From an optimization exercise on the open Yosys and OpenROAD flow, aimed at small area and a short achievable clock period; shortcuts taken in it are not production practice.
In this exercise RTL edits were held to simulation tests only and were not proved equivalent to the original.
Power figures rest on the tool's default switching activity, not on a simulated workload.

// alu_stage
module alu_stage (
    input   logic           clk,
    input   logic [4:0]     op,
    input   logic [31:0]    a,
    input   logic [31:0]    b,
    output  logic [31:0]    y
);
    logic [31:0] p_d, g_d, p_q, g_q;
    logic [3:0]  sel_d, sel_q;
    logic [31:0] result;
    ALU_pre u_pre (
        .op_i  (op),
        .a_i   (a),
        .b_i   (b),
        .p_o   (p_d),
        .g_o   (g_d),
        .sel_o (sel_d)
    );
    always_ff @(posedge clk) begin
        p_q   <= p_d;
        g_q   <= g_d;
        sel_q <= sel_d;
        y     <= result;
    end
    ALU u_alu (
        .p_i      (p_q),
        .g_i      (g_q),
        .sel_i    (sel_q),
        .result_o (result)
    );
endmodule
Size in the first run: roughly 1600 cells after synthesis, roughly 100 flip-flops, ~100 I/O pins, ~9100 µm² of cells after synthesis.
clock: 5.0 ns
lec_check: 0
abc_area: 1
cap_margin: 20
core_margin: 2
core_utilization: 40
setup_slack_margin: 3.0
slew_margin: 20
synth_hierarchical: 1
tns_end_percent: 100
standard.sh (not shown) runs the stock make flow with config.mk's settings and CLKGATE_MAP_FILE= SYNTH_SCRIPT=/design/flow/synth_recipe.tcl, a recipe that flattens the netlist after the stock synthesis.
==> flow/flow/run.sh <==
#!/bin/bash
# Standard layout, with plain buffers (instead of the delay cells that
# buffer_ports picks by default) on the input and output ports.
set -euo pipefail
bash standard.sh BUFFER_PORTS_ARGS="-buffer_cell sky130_fd_sc_hd__buf_2" finish > standard_make.log 2>&1
The first run completed with no timing, DRC or antenna violations.
Next try:
- SETUP_SLACK_MARGIN: 3.0 -> 3.1
Effect: Die area does not change; sequential power hardly moves; hold slack is better by 12 ps; combinational power rose by about 8%; wire length rises by 6.9%; setup slack degrades by 33 ps; via count grows by about 3.3%; global-route usage shrinks by 0.72 points; clock-buffer cell count is unchanged; design area rises by about 6%.
Next try:
- CORE_UTILIZATION: 40 -> 65
- SETUP_SLACK_MARGIN: 3.1 -> 3.0
The new run passed the timing, DRC and antenna checks; utilization rises by 27 points; setup slack is worse by 45 ps; power went down by 2.0%; final area shrinks by 6.3%; synthesized area is unchanged.
Next try:
- CORE_UTILIZATION: 65 -> 40
- SETUP_SLACK_MARGIN: 3.0 -> 2.8
After rerunning: The new run produced a clean layout; hold slack gets better by 13 ps; flip-flop and latch count does not change; clock skew is about the same; design area fell by 5.1%; register-to-register slack gets worse by 110 ps; power fell by 6.2%; synthesized area is unchanged.


alu_stage, a different RTL version from the one above (not shown whole).
Size in the first run: roughly 1,200 cells after synthesis, about 100 flip-flops, about 100 I/O pins, ~0.0076 mm^2 of cells after synthesis.
==> flow/design.v (excerpt) <==
module alu_stage (
    input   logic           clk,
    input   logic [4:0]     op,
    input   logic [31:0]    a,
    input   logic [31:0]    b,
    output  logic [31:0]    y
);
    logic [31:0] p_d, g_d, p_q, g_q;
    logic [3:0]  sel_d, sel_q;
    logic [31:0] result;
    ALU_pre u_pre (
        .op_i  (op),
        .a_i   (a),
        .b_i   (b),
        .p_o   (p_d),
        .g_o   (g_d),
        .sel_o (sel_d)
    );
    always_ff @(posedge clk) begin
        p_q   <= p_d;
        g_q   <= g_d;
        sel_q <= sel_d;
        y     <= result;
    end
    ALU u_alu (
        .p_i      (p_q),
        .g_i      (g_q),
        .sel_i    (sel_q),
        .result_o (result)
    );
endmodule
export LEC_CHECK = 0
export ABC_AREA = 1
export CAP_MARGIN = 20
export CORE_MARGIN = 2
export CORE_UTILIZATION = 40
export SETUP_SLACK_MARGIN = 3.15
export SLEW_MARGIN = 20
export TNS_END_PERCENT = 100
create_clock -name core_clock -period 5.0 [get_ports {clk}]
Scripts as last shown in full above: flow/flow/run.sh
The first run completed without violations.
Next try:
Settings changed: GPL_ROUTABILITY_DRIVEN set to 0, SETUP_SLACK_MARGIN 3.15 to 3.0.
After rerunning:
- setup slack is worse by 0.067 ns
- die area is unchanged
- global-route usage went down by 2.3 points
- non-clock buffer count goes down by 40
- critical path depth decreases by 6
- cell area went down by 12%
- utilization shrinks by 6.5 points
Next try:
Settings changed: CTS_CLUSTER_DIAMETER set to 100, CTS_CLUSTER_SIZE set to 30, GPL_ROUTABILITY_DRIVEN 0 to not set.
Critical path depth stays the same.
Non-clock buffer count shrinks by 3.
Design area grows by about 2%.
Via count grows by 1.2%.
Routed wire length grows by 3.1%.
Area after synthesis is unchanged.
Global-route usage shrinks by 0.37 points.
Power grows by about 2.6%.
Count of clock-buffer cells in the layout grows by 2.

==> separate check: timing with driven ports <==
Ports are ideal in the flow. The routed layouts listed here were re-timed in OpenROAD.
Step 1 (the two cells are an assumption about what drives the block):
set clk [get_ports {clk}]
set_driving_cell -lib_cell sky130_fd_sc_hd__clkbuf_16 $clk
set_driving_cell -lib_cell sky130_fd_sc_hd__buf_2 [delete_from_list [all_inputs] $clk]
Step 2 moves the port delays by t, midway between the first and last clock arrival at a register: inputs arrive t later, outputs are due t later. That takes back most of the time a late clock gives input paths.
a / b / c = no drivers / after step 1 / after step 2; a / b = the first two.
run | shift t [ns] | setup slack, ns | hold WS [ns] | clock arrival spread, ns
the first run of note 1 | 0.408 | 3.047 / 3.047 / 2.676 | 0.497 / 0.497 / 0.497 | 0.013 / 0.013
the second run of note 1 | 0.412 | 3.014 / 3.023 / 2.611 | 0.509 / 0.509 / 0.509 | 0.018 / 0.018
the third run of note 1 | 0.408 | 2.968 / 2.977 / 2.569 | 0.487 / 0.487 / 0.487 | 0.013 / 0.014
the fourth run of note 1 | 0.407 | 2.889 / 2.919 / 2.512 | 0.500 / 0.500 / 0.500 | 0.013 / 0.013
the first run of note 2 | 0.399 | 2.970 / 2.964 / 2.565 | 0.603 / 0.603 / 0.603 | 0.018 / 0.018
the second run of note 2 | 0.401 | 2.902 / 2.927 / 2.526 | 0.637 / 0.637 / 0.637 | 0.011 / 0.010
the third run of note 2 | 0.403 | 3.025 / 3.036 / 2.633 | 0.614 / 0.614 / 0.614 | 0.014 / 0.014
After both steps setup and hold are still met in every run listed. For the first run of note 2, which loses most, drivers alone change the setup slack by -0.006 ns; drivers and shift together by -0.405 ns.
